Context: an optimization exercise on an open-source flow, tuned for small area. The choices shown serve that exercise and are no tape-out recipe.
Function was checked by simulation only, so behaviour that the tests miss may differ from the original.
Power figures rest on the tool's default switching activity, not on a simulated workload.

## parking_management_system
module parking_management_system (
    input wire clk,
    input wire reset,
    input wire car_entered,
    input wire car_exited,
    input wire is_uni_car_entered,
    input wire is_uni_car_exited,
    output wire [9:0] uni_parked_car,
    output wire [9:0] parked_car,
    output wire [9:0] uni_vacated_space,
    output wire [9:0] vacated_space,
    output reg uni_is_vacated_space,
    output reg is_vacated_space
);
Size: roughly 230 cells after synthesis, roughly 38 flip-flops, about 0.0023 mm² of cells after synthesis.
clock: 5.0 ns
lec_check: 0
cap_margin: 20
core_margin: 2
core_utilization: 40
slew_margin: 20
standard.sh (not shown) runs the stock make flow with config.mk's settings and CLKGATE_MAP_FILE= SYNTH_SCRIPT=/design/flow/synth_recipe.tcl, a recipe that flattens the netlist after the stock synthesis.
==> flow/flow/run.sh <==
#!/bin/bash
# The standard layout (bash standard.sh) with these changes:
#  - every port is buffered by the smallest buffer, sky130_fd_sc_hd__buf_1,
#    instead of the one buffer_ports picks by default;
#  - after the floorplan, flow/post_floorplan.tcl re-maps the combinational
#    logic for area (OpenROAD's restructure) and gives every combinational
#    cell its smallest drive strength (timing repair later sizes up
#    whatever needs it);
#  - clock tree synthesis builds the tree from clkbuf_4 cells and adds no
#    dummy load cells.
# The make output of the whole flow goes to standard.log here; ORFS keeps each
# step's own log under orfs/logs/.
set -euo pipefail
here=$(pwd)
export BUFFER_PORTS_ARGS="-buffer_cell sky130_fd_sc_hd__buf_1"
export CTS_ARGS="-sink_clustering_enable -repair_clock_nets -dont_use_dummy_load -buf_list sky130_fd_sc_hd__clkbuf_8 -sink_clustering_size 50 -sink_clustering_max_diameter 500"
export POST_FLOORPLAN_TCL="$here/flow/post_floorplan.tcl"
bash standard.sh > standard.log 2>&1
==> flow/flow/post_floorplan.tcl <==
# Area recovery after the floorplan, on the standard synthesis's netlist:
#  1. restructure (OpenROAD's rmp, through ABC) re-maps the combinational
#     logic between registers for area. Registers are left as they are.
#  2. every combinational cell gets the smallest-area drive strength of its
#     function (same cell name but for the _N suffix); timing repair later
#     sizes up whatever needs it.
set lib [lindex $::env(LIB_FILES) 0]
set rs_dir $::env(RESULTS_DIR)/restructure
file mkdir $rs_dir
report_design_area
restructure -liberty_file $lib -target area \
  -tielo_port sky130_fd_sc_hd__conb_1/LO -tiehi_port sky130_fd_sc_hd__conb_1/HI \
  -work_dir $rs_dir
report_design_area

set db [ord::get_db]
set block [ord::get_db_block]
set swapped 0
foreach inst [$block getInsts] {
  set m [$inst getMaster]
  set name [$m getName]
  if { [$m isSequential] } { continue }
  if { ![regexp {^(sky130_fd_sc_hd__[a-z0-9]+)_([0-9]+)$} $name -> base drv] } { continue }
  if { [string match "*tap*" $base] || [string match "*fill*" $base] || [string match "*decap*" $base] || [string match "*conb*" $base] } { continue }
  set best $name
  set best_area [expr { [$m getWidth] * [$m getHeight] }]
  foreach d {0 1 2 3 4 6 8 12 16} {
    set c [$db findMaster ${base}_$d]
    if { $c == "NULL" || $c == "" } { continue }
    set a [expr { [$c getWidth] * [$c getHeight] }]
    if { $a < $best_area } { set best ${base}_$d; set best_area $a }
  }
  if { $best != $name } {
    replace_cell [get_cells [$inst getName]] [get_lib_cells */$best]
    incr swapped
  }
}
puts "post_floorplan: gave $swapped cells a smaller drive strength"
report_design_area
Next try:
--- a/flow/flow/run.sh
+++ b/flow/flow/run.sh
@@ -14,5 +14,5 @@
 here=$(pwd)
 export BUFFER_PORTS_ARGS="-buffer_cell sky130_fd_sc_hd__buf_1"
-export CTS_ARGS="-sink_clustering_enable -repair_clock_nets -dont_use_dummy_load -buf_list sky130_fd_sc_hd__clkbuf_8 -sink_clustering_size 50 -sink_clustering_max_diameter 500"
+export CTS_ARGS="-sink_clustering_enable -repair_clock_nets -dont_use_dummy_load -buf_list sky130_fd_sc_hd__clkbuf_4"
 export POST_FLOORPLAN_TCL="$here/flow/post_floorplan.tcl"
 bash standard.sh > standard.log 2>&1
--- a/flow/flow/post_floorplan.tcl
+++ b/flow/flow/post_floorplan.tcl
@@ -2,4 +2,5 @@
 #  1. restructure (OpenROAD's rmp, through ABC) re-maps the combinational
 #     logic between registers for area. Registers are left as they are.
+#     Cells it leaves driving nothing are then removed.
 #  2. every combinational cell gets the smallest-area drive strength of its
 #     function (same cell name but for the _N suffix); timing repair later
@@ -12,4 +13,6 @@
   -tielo_port sky130_fd_sc_hd__conb_1/LO -tiehi_port sky130_fd_sc_hd__conb_1/HI \
   -work_dir $rs_dir
+# restructure can leave tie cells that drive nothing
+eliminate_dead_logic
 report_design_area
 
Routed wire length went down slightly.
Register-to-register slack gets worse by 40 ps.
Total power went down by a few percent.
Via count went down slightly.

== exp/quartz ==
Another version of the RTL of parking_management_system (not shown whole).
Size in the first run: roughly 38 flip-flops, about 48 I/O pins, ~0.0024 sq mm of cells after synthesis.
Settings: LEC_CHECK=0, CAP_MARGIN=20, CORE_MARGIN=2, CORE_UTILIZATION=40, SLEW_MARGIN=20; clock period 5.0 ns.
==> flow/flow/run.sh <==
#!/bin/bash
# The standard layout (bash standard.sh) with these changes:
#  - every port is buffered by the smallest buffer, sky130_fd_sc_hd__buf_1,
#    instead of the one buffer_ports picks by default;
#  - after the floorplan, flow/post_floorplan.tcl re-maps the combinational
#    logic for area (OpenROAD's restructure) and gives every combinational
#    cell its smallest drive strength (timing repair later sizes up
#    whatever needs it);
#  - clock tree synthesis builds the tree from clkbuf_4 cells and adds no
#    dummy load cells.
# The make output of the whole flow goes to standard.log here; ORFS keeps each
# step's own log under orfs/logs/.
set -euo pipefail
here=$(pwd)
export BUFFER_PORTS_ARGS="-buffer_cell sky130_fd_sc_hd__buf_1"
export CTS_ARGS="-sink_clustering_enable -repair_clock_nets -dont_use_dummy_load -buf_list sky130_fd_sc_hd__clkbuf_4"
export POST_FLOORPLAN_TCL="$here/flow/post_floorplan.tcl"
bash standard.sh > standard.log 2>&1
==> flow/flow/post_floorplan.tcl <==
# Area recovery after the floorplan, on the standard synthesis's netlist:
#  1. restructure (OpenROAD's rmp, through ABC) re-maps the combinational
#     logic between registers for area. Registers are left as they are.
#  2. every combinational cell gets the smallest-area drive strength of its
#     function (same cell name but for the _N suffix); timing repair later
#     sizes up whatever needs it.
set lib [lindex $::env(LIB_FILES) 0]
set rs_dir $::env(RESULTS_DIR)/restructure
file mkdir $rs_dir
report_design_area
restructure -liberty_file $lib -target area \
  -tielo_port sky130_fd_sc_hd__conb_1/LO -tiehi_port sky130_fd_sc_hd__conb_1/HI \
  -work_dir $rs_dir
report_design_area

set db [ord::get_db]
set block [ord::get_db_block]
set swapped 0
foreach inst [$block getInsts] {
  set m [$inst getMaster]
  set name [$m getName]
  if { [$m isSequential] } { continue }
  if { ![regexp {^(sky130_fd_sc_hd__[a-z0-9]+)_([0-9]+)$} $name -> base drv] } { continue }
  if { [string match "*tap*" $base] || [string match "*fill*" $base] || [string match "*decap*" $base] || [string match "*conb*" $base] } { continue }
  set best $name
  set best_area [expr { [$m getWidth] * [$m getHeight] }]
  foreach d {0 1 2 3 4 6 8 12 16} {
    set c [$db findMaster ${base}_$d]
    if { $c == "NULL" || $c == "" } { continue }
    set a [expr { [$c getWidth] * [$c getHeight] }]
    if { $a < $best_area } { set best ${base}_$d; set best_area $a }
  }
  if { $best != $name } {
    replace_cell [get_cells [$inst getName]] [get_lib_cells */$best]
    incr swapped
  }
}
puts "post_floorplan: gave $swapped cells a smaller drive strength"
report_design_area
## Diff of input files: exp/indigo against exp/quartz
--- a/flow/flow/run.sh
+++ b/flow/flow/run.sh
@@ -3,6 +3,5 @@
 #  - every port is buffered by the smallest buffer, sky130_fd_sc_hd__buf_1,
 #    instead of the one buffer_ports picks by default;
-#  - after the floorplan, flow/post_floorplan.tcl re-maps the combinational
-#    logic for area (OpenROAD's restructure) and gives every combinational
+#  - after the floorplan, flow/post_floorplan.tcl gives every combinational
 #    cell its smallest drive strength (timing repair later sizes up
 #    whatever needs it);
--- a/flow/flow/post_floorplan.tcl
+++ b/flow/flow/post_floorplan.tcl
@@ -1,17 +1,4 @@
-# Area recovery after the floorplan, on the standard synthesis's netlist:
-#  1. restructure (OpenROAD's rmp, through ABC) re-maps the combinational
-#     logic between registers for area. Registers are left as they are.
-#  2. every combinational cell gets the smallest-area drive strength of its
-#     function (same cell name but for the _N suffix); timing repair later
-#     sizes up whatever needs it.
-set lib [lindex $::env(LIB_FILES) 0]
-set rs_dir $::env(RESULTS_DIR)/restructure
-file mkdir $rs_dir
-report_design_area
-restructure -liberty_file $lib -target area \
-  -tielo_port sky130_fd_sc_hd__conb_1/LO -tiehi_port sky130_fd_sc_hd__conb_1/HI \
-  -work_dir $rs_dir
-report_design_area
-
+# Give every combinational cell the smallest-area drive strength of its
+# function (same cell name but for the _N suffix). Registers keep their cells.
 set db [ord::get_db]
 set block [ord::get_db_block]
@@ -37,3 +24,2 @@
 }
 puts "post_floorplan: gave $swapped cells a smaller drive strength"
-report_design_area
### Flow results
Per the comparison of exp/indigo with exp/quartz, global routing usage on met2 shows an increase of 0.91 points, routed wire length shows a reduction of about 10%.
exp/indigo vs. exp/quartz: total power higher; shortest clock period the worst path allows after layout higher; average wire per standard cell moved up; data-path buffer share of cell area in the final layout shows a reduction of 0.67 points.

Setup of run 1:
Another version of the RTL of parking_management_system (not shown whole).
Size: roughly 38 flip-flops, about 2700 um2 of cells after synthesis.
Settings: LEC_CHECK=0, CAP_MARGIN=20, CORE_MARGIN=2, CORE_UTILIZATION=40, SLEW_MARGIN=20; clock period 5.0 ns.
run.sh (not shown) runs the stock make flow with config.mk's settings and CLKGATE_MAP_FILE= SYNTH_SCRIPT=/design/flow/synth_recipe.tcl, a recipe that flattens the netlist after the stock synthesis.
Stock flow here: none of the scripts above is used.
#### Input delta (run 2 over run 1)
==> flow/flow/run.sh (new file) <==
#!/bin/bash
# The standard layout (bash standard.sh) with two changes:
#  - every port is buffered by the smallest buffer, sky130_fd_sc_hd__buf_1,
#    instead of the one buffer_ports picks by default;
#  - clock tree synthesis builds the tree from clkbuf_4 cells and adds no
#    dummy load cells.
# The make output of the whole flow goes to standard.log here; ORFS keeps each
# step's own log under orfs/logs/.
set -euo pipefail
export BUFFER_PORTS_ARGS="-buffer_cell sky130_fd_sc_hd__buf_1"
export CTS_ARGS="-sink_clustering_enable -repair_clock_nets -dont_use_dummy_load -buf_list sky130_fd_sc_hd__clkbuf_4"
bash standard.sh > standard.log 2>&1
==> flow/standard.sh (new file) <==
#!/bin/bash
# synth_recipe.tcl (not shown) runs the flow's synth.tcl, then flattens the netlist and writes it again
# the make line also repeats each setting of config.mk as NAME=value (left out here)
make -C /OpenROAD-flow-scripts/flow DESIGN_CONFIG=/design/flow/config.mk WORK_HOME=/design/flow/orfs CLKGATE_MAP_FILE= SYNTH_SCRIPT=/design/flow/synth_recipe.tcl "${@:-finish}"
removed: flow/run.sh
Results
- Delta(post-detailed-route wirelength per cell, run 2 - run 1) < 0
- In run 2, cell count is lower than in run 1.
- Run 2 vs. run 1: first-pass GRT wire length went down 260 um, area of all placed cells without fillers went down 10%.
- Higher layout overhead on the synthesized area among run 2 and run 1: run 1
- Taking run 1 over run 2, the maximum frequency ratio works out to 0.922.
Input-level comparison between run 3 and run 2:
==> flow/flow/run.sh <==
#!/bin/bash
# The standard layout (bash standard.sh), with every port buffered by the
# smallest buffer, sky130_fd_sc_hd__buf_1, instead of the one buffer_ports
# picks by default. The make output of the whole flow goes to standard.log
# here; ORFS keeps each step's own log under orfs/logs/.
set -euo pipefail
export BUFFER_PORTS_ARGS="-buffer_cell sky130_fd_sc_hd__buf_1"
bash standard.sh > standard.log 2>&1
Notes after the runs:
| iteration count of the initial detailed-routing pass | higher: run 2 |
Number of cells in the design after placement delta (run 2 -> run 3): insignificant
Taking run 2 as the reference, in run 3 routed via count climbed 19; first-pass GRT wire length has increased; global routing usage summed across all routing layers went up by 0.21 points; worst setup slack climbed 32 ps.

## what the ideal ports hide
The flow's constraints put no driver on any port. The routed layouts listed below were extracted and timed again, unchanged, in two steps. Step 1: set_driving_cell puts a clkbuf_16 on clk and a buf_2 on each other input, an assumption about the parent block. Step 2 also shifts input and output timing later by t, the mid clock arrival at the registers, as if the neighbouring blocks saw the same clock. Slacks: ideal ports / drivers / drivers and shift; pairs: ideal ports / drivers.
run | shift t [ns] | slack for setup (ns) | worst setup path after step 2 | worst slew at a driven data input, ns
the first run of note 1 | 0.308 | 1.318 / 1.291 / 1.518 | register to register | 0.03
the second run of note 1 | 0.361 | 1.269 / 1.245 / 1.482 | register to register | 0.03
exp/quartz | 0.354 | 1.552 / 1.552 / 1.420 | input to register | 0.03
exp/indigo | 0.366 | 1.314 / 1.290 / 1.406 | register to register | 0.05
run 1 | 0.316 | 1.624 / 1.596 / 1.796 | input to register | 0.03
run 2 | 0.357 | 1.888 / 1.888 / 1.888 | register to register | 0.03
run 3 | 0.318 | 1.920 / 1.920 / 1.920 | register to register | 0.03
After both steps every run listed still meets setup and hold. The setup slack of exp/quartz, which loses most, moves by 0.000 ns with the drivers and by -0.132 ns with both steps.
